What follows belongs to an exercise in optimizing a design on an open flow for small area and a short achievable clock period; a production flow would make more cautious choices. In this exercise RTL edits were held to simulation tests only and were not proved equivalent to the original. Power figures rest on the tool's default switching activity, not on a simulated workload.

==> flow/design.v <==
module mary_top(
  input         clock,
  input         reset,
  input         io_reset,
  input  [31:0] io_instr,
  output [4:0]  io_addr,
  output [31:0] io_out
);
  reg  [1:0]    ph;
  reg  [4:0]    addr;
  reg  [4:0]    t;
  reg  [1:0]    ta1;
  reg  [3:0]    ta2;
  reg  [7:0]    ta3;
  reg  [15:0]   ta4;
  reg  [1023:0] ring;
  reg  [31:0]   vld;
  reg  [31:0]   opa;
  reg  [31:0]   opb;
  reg  [31:0]   res;         
  reg  [31:0]   out;         
  reg  [4:0]    prd;
  reg           pend;
  reg  [7:0]    wen;         
  reg           c_add, c_sll, c_slt, c_sltu, c_x, c_g, c_srl;
  reg           c_cin, c_sra, c_left;
  assign io_addr = addr;
  assign io_out  = out;
  wire [6:0] opcode = io_instr[6:0];
  wire [2:0] f3     = io_instr[14:12];
  wire [6:0] f7     = io_instr[31:25];
  wire [4:0] rs1    = io_instr[19:15];
  wire [4:0] rs2    = io_instr[24:20];
  wire last  = (ph == 2'd3) | io_reset;
  wire rd_ph = ~ph[1];                       
  wire use_imm = ~opcode[5];
  reg  [4:0]  tr [0:15];
  reg  [15:0] ok, hit_a, hit_b;
  integer j;
  always @* begin
    for (j = 0; j < 16; j = j + 1) begin
      tr[j] = {ta4[j], ta3[j % 8], ta2[j % 4], ta1[j % 2], t[0]};
      ok[j] = rd_ph & vld[2*j] & ~(pend & (prd == tr[j]));
      hit_a[j] = (rs1 == tr[j]) & ok[j];
      hit_b[j] = (rs2 == tr[j]) & ~use_imm & ok[j];
    end
  end
  wire [4:0] t_nx = reset ? 5'd0 : t + 5'd1;
  reg  [1:0]  ta1_nx;
  reg  [3:0]  ta2_nx;
  reg  [7:0]  ta3_nx;
  reg  [15:0] ta4_nx;
  reg  [4:0]  r_nx;
  always @* begin
    for (j = 0; j < 16; j = j + 1) begin
      r_nx = {j[3:0], 1'b0} - t_nx;
      if (j < 2) ta1_nx[j] = r_nx[1];
      if (j < 4) ta2_nx[j] = r_nx[2];
      if (j < 8) ta3_nx[j] = r_nx[3];
      ta4_nx[j] = r_nx[4];
    end
  end
  wire byp_a   = pend & (rs1 == prd);
  wire byp_b   = pend & (rs2 == prd);
  wire cap_a   = rd_ph & (rs1[0] == t[0]);    
  wire cap_b   = rd_ph & (rs2[0] == t[0]) & ~use_imm;
  wire imm_b   = (ph == 2'd1) & use_imm;
  wire [31:0] imm = {{20{io_instr[31]}}, io_instr[31:20]};
  reg  [31:0] nxt_a, nxt_b;
  always @* begin
    nxt_a = ({32{cap_a & byp_a}} & res) | ({32{~cap_a}} & opa);
    nxt_b = ({32{cap_b & byp_b}} & res) | ({32{~cap_b & ~imm_b}} & opb)
          | ({32{imm_b}} & imm);
    for (j = 0; j < 16; j = j + 1) begin
      nxt_a = nxt_a | ({32{hit_a[j]}} & ring[64*j +: 32]);
      nxt_b = nxt_b | ({32{hit_b[j]}} & ring[64*j +: 32]);
    end
  end
  wire       wr_now  = |wen;
  wire       pend_nx = ~reset & ((ph == 2'd2 & ~io_reset) | (pend & ~wr_now));
  wire [4:0] prd_nx  = (ph == 2'd2) ? io_instr[11:7] : prd;
  wire [4:0] ws_nx   = prd_nx + t_nx + 5'd1;
  reg  [7:0] wen_nx;
  always @* begin
    for (j = 0; j < 8; j = j + 1)
      wen_nx[j] = pend_nx & (ws_nx == 4 * j);
  end
  integer s;
  always @(posedge clock) begin
    for (s = 0; s < 32; s = s + 1) begin
      if ((s % 4) == 0 && wen[s / 4]) begin
        ring[32*s +: 32] <= res;
        vld[s] <= ~reset;
      end else begin
        ring[32*s +: 32] <= ring[32*((s + 31) % 32) +: 32];
        vld[s] <= ~reset & vld[(s + 31) % 32];
      end
    end
  end
  wire [31:0] bx = opb ^ {32{c_cin}};
  wire [31:0] p  = opa ^ bx;
  wire [31:0] g  = opa & bx;
  wire [32:0] sum = {1'b0, opa} + {1'b0, bx} + {32'd0, c_cin};
  wire ltu = ~sum[32];
  wire lt  = (opa[31] ^ opb[31]) ? opa[31] : sum[31];
  wire [4:0]  sh  = opb[4:0];
  wire [4:0]  amt = c_left ? (~sh + 5'd1) : sh;
  wire [31:0] r0  = amt[0] ? {opa[0],     opa[31:1]} : opa;
  wire [31:0] r1  = amt[1] ? {r0[1:0],    r0[31:2]}  : r0;
  wire [31:0] r2  = amt[2] ? {r1[3:0],    r1[31:4]}  : r1;
  wire [31:0] r3  = amt[3] ? {r2[7:0],    r2[31:8]}  : r2;
  wire [31:0] r4  = amt[4] ? {r3[15:0],   r3[31:16]} : r3;
  reg  [31:0] th, shv;                   
  integer k;
  always @* begin
    for (k = 0; k < 32; k = k + 1) th[k] = (sh <= k);
    for (k = 0; k < 32; k = k + 1)
      shv[k] = (c_sll & th[k] & r4[k]) | (c_srl & th[31 - k] & r4[k])
             | (c_sra & ~th[31 - k] & opa[31]);
  end
  wire [31:0] alu = ({32{c_add}} & sum[31:0])
                  | shv
                  | {31'd0, (c_slt & lt) | (c_sltu & ltu)}
                  | ({32{c_x}} & p)
                  | ({32{c_g}} & g);
  wire is_opi = opcode == 7'h13;
  wire is_op  = opcode == 7'h33;
  wire f7z    = f7 == 7'h00;
  wire f7s    = f7 == 7'h20;
  wire opz    = is_op & f7z;
  wire oki    = is_opi | opz;
  always @(posedge clock) begin
    c_add  <= f3 == 3'd0 & (oki | (is_op & f7s));
    c_sll  <= f3 == 3'd1 & oki;
    c_slt  <= f3 == 3'd2 & oki;
    c_sltu <= f3 == 3'd3 & oki;
    c_x    <= (f3 == 3'd4 | f3 == 3'd6) & oki;
    c_g    <= (f3 == 3'd7 | f3 == 3'd6) & oki;
    c_srl  <= f3 == 3'd5 & ((is_opi | is_op) & (f7z | f7s));
    c_cin  <= (f3 == 3'd0 & is_op & f7s) | f3 == 3'd2 | f3 == 3'd3;
    c_sra  <= f3 == 3'd5 & (is_opi | is_op) & f7s;
    c_left <= f3 == 3'd1;
    opa <= nxt_a;
    opb <= nxt_b;
    out <= alu;                
    t   <= t_nx;
    ta1 <= ta1_nx;
    ta2 <= ta2_nx;
    ta3 <= ta3_nx;
    ta4 <= ta4_nx;
    if (ph == 2'd2) res <= alu;
    prd <= prd_nx;
    pend <= pend_nx;
    wen <= wen_nx;
    if (reset) begin
      ph   <= 2'd0;
      addr <= 5'd0;
    end else begin
      ph   <= last ? 2'd0 : ph + 2'd1;
      if (last) addr <= addr + 5'd1;
    end
  end
endmodule
==> flow/config.mk <==
export PLATFORM = sky130hd
export DESIGN_NAME = mary_top
export DESIGN_NICKNAME = mary_top
export VERILOG_FILES = /design/flow/design.v
export SDC_FILE = /design/flow/constraint.sdc
export NUM_CORES = 4
export LEC_CHECK = 0
export CAP_MARGIN = 40
export CORE_MARGIN = 2
export CORE_UTILIZATION = 30
export SLEW_MARGIN = 40
==> flow/constraint.sdc <==
create_clock -name core_clock -period 12.0 [get_ports {clock}]
set_input_delay 2.4000 -clock core_clock [delete_from_list [all_inputs] [get_ports {clock}]]
set_output_delay 2.4000 -clock core_clock [all_outputs]
set_load 0.01 [all_outputs]
standard.sh (not shown) runs the stock make flow with config.mk's settings and CLKGATE_MAP_FILE= SYNTH_SCRIPT=/design/flow/synth_recipe.tcl, a recipe that flattens the netlist after the stock synthesis.
==> flow/flow/run.sh <==
#!/bin/bash
set -euo pipefail
bash standard.sh \
  CORE_UTILIZATION=40 \
  SLEW_MARGIN=20 CAP_MARGIN=20 \
  SETUP_SLACK_MARGIN=8.0 \
  CTS_ARGS="-sink_clustering_enable -repair_clock_nets -dont_use_dummy_load" \
  finish > standard.log 2>&1
Change:
==> flow/flow/run.sh (replaced) <==
#!/bin/bash
set -euo pipefail
bash standard.sh \
  CORE_UTILIZATION=50 \
  SLEW_MARGIN=10 CAP_MARGIN=10 \
  SETUP_SLACK_MARGIN=8.0 \
  CTS_ARGS="-sink_clustering_enable -sink_clustering_size 25 -sink_clustering_max_diameter 120 -repair_clock_nets -dont_use_dummy_load" \
  finish > standard.log 2>&1
After rerunning: Hold slack improved by 0.064 ns. Worst setup slack got worse by 0.025 ns. Final cell count came out lower by 5.4%. Utilization came out higher by 10 points. Maximum frequency came out lower by 0.63%. Via count came out higher by 1.8%.
Change:
==> flow/flow/run.sh (replaced) <==
#!/bin/bash
set -euo pipefail
bash standard.sh \
  CORE_UTILIZATION=40 \
  SLEW_MARGIN=20 CAP_MARGIN=20 \
  SETUP_SLACK_MARGIN=7.8 \
  CTS_ARGS="-sink_clustering_enable -sink_clustering_size 25 -sink_clustering_max_diameter 120 -repair_clock_nets -dont_use_dummy_load" \
  finish > standard.log 2>&1
Clock power barely changes; clock skew rises by 0.016 ns; final cell count went up by about 4.5%; cell area decreases by about 1.1%; power drops by 0.37%; flip-flop and latch count does not change.
Change:
==> flow/flow/run.sh (replaced) <==
#!/bin/bash
set -euo pipefail
bash standard.sh \
  CORE_UTILIZATION=45 \
  SLEW_MARGIN=20 CAP_MARGIN=20 \
  SETUP_SLACK_MARGIN=8.0 \
  CTS_ARGS="-sink_clustering_enable -sink_clustering_size 25 -sink_clustering_max_diameter 120 -repair_clock_nets -dont_use_dummy_load" \
  finish > standard.log 2>&1
=>
- power increases slightly
- cell count came out lower by a few percent
- die area falls by roughly a tenth
- hold slack degrades by 0.012 ns
- core utilization is higher by 5.5 points
Change:
==> flow/flow/run.sh (replaced) <==
#!/bin/bash
set -euo pipefail
bash standard.sh \
  CORE_UTILIZATION=40 \
  SLEW_MARGIN=20 CAP_MARGIN=20 \
  SETUP_SLACK_MARGIN=8.0 \
  CTS_ARGS="-sink_clustering_enable -sink_clustering_size 30 -sink_clustering_max_diameter 100 -repair_clock_nets -dont_use_dummy_load" \
  finish > standard.log 2>&1
After rerunning: Setup slack loses 0.059 ns; combinational power shrinks slightly; power is lower by a few percent; sequential cell count is unchanged; utilization is lower by 5.5 points.

afterwards: timing with drivers on the ports:
How much do the figures lean on ideal ports? The routed layouts below were timed once more, with nothing changed but the port constraints.
Step 1 assumes that a clkbuf_16 drives the clock port and a buf_2 every other input.
Step 2 times the ports against the registers' clock, not the clock port: input delays grow and output delays shrink by t, the midpoint of the rising clock arrivals with the driver on.
Slacks: ideal / step 1 / step 2; pairs: ideal / step 1.
run | t, ns | slack for setup (ns) | worst setup path after step 2 | clock arrival spread, ns | slew at the worst register clock pin (ns)
the first run | 0.729 | 8.012 / 8.004 / 7.326 | input to register | 0.116 / 0.117 | 0.07 / 0.07
the second run | 0.712 | 7.987 / 7.974 / 7.319 | input to register | 0.031 / 0.030 | 0.10 / 0.10
the third run | 0.724 | 7.846 / 7.892 / 7.177 | input to register | 0.045 / 0.045 | 0.10 / 0.10
the fourth run | 0.720 | 8.029 / 8.000 / 7.356 | input to register | 0.076 / 0.076 | 0.10 / 0.10
the fifth run | 0.698 | 7.970 / 7.999 / 7.314 | input to register | 0.060 / 0.060 | 0.12 / 0.12
After both steps every run listed still meets setup and hold. For the first run, which loses most, drivers alone change the setup slack by -0.008 ns; drivers and shift together by -0.686 ns.
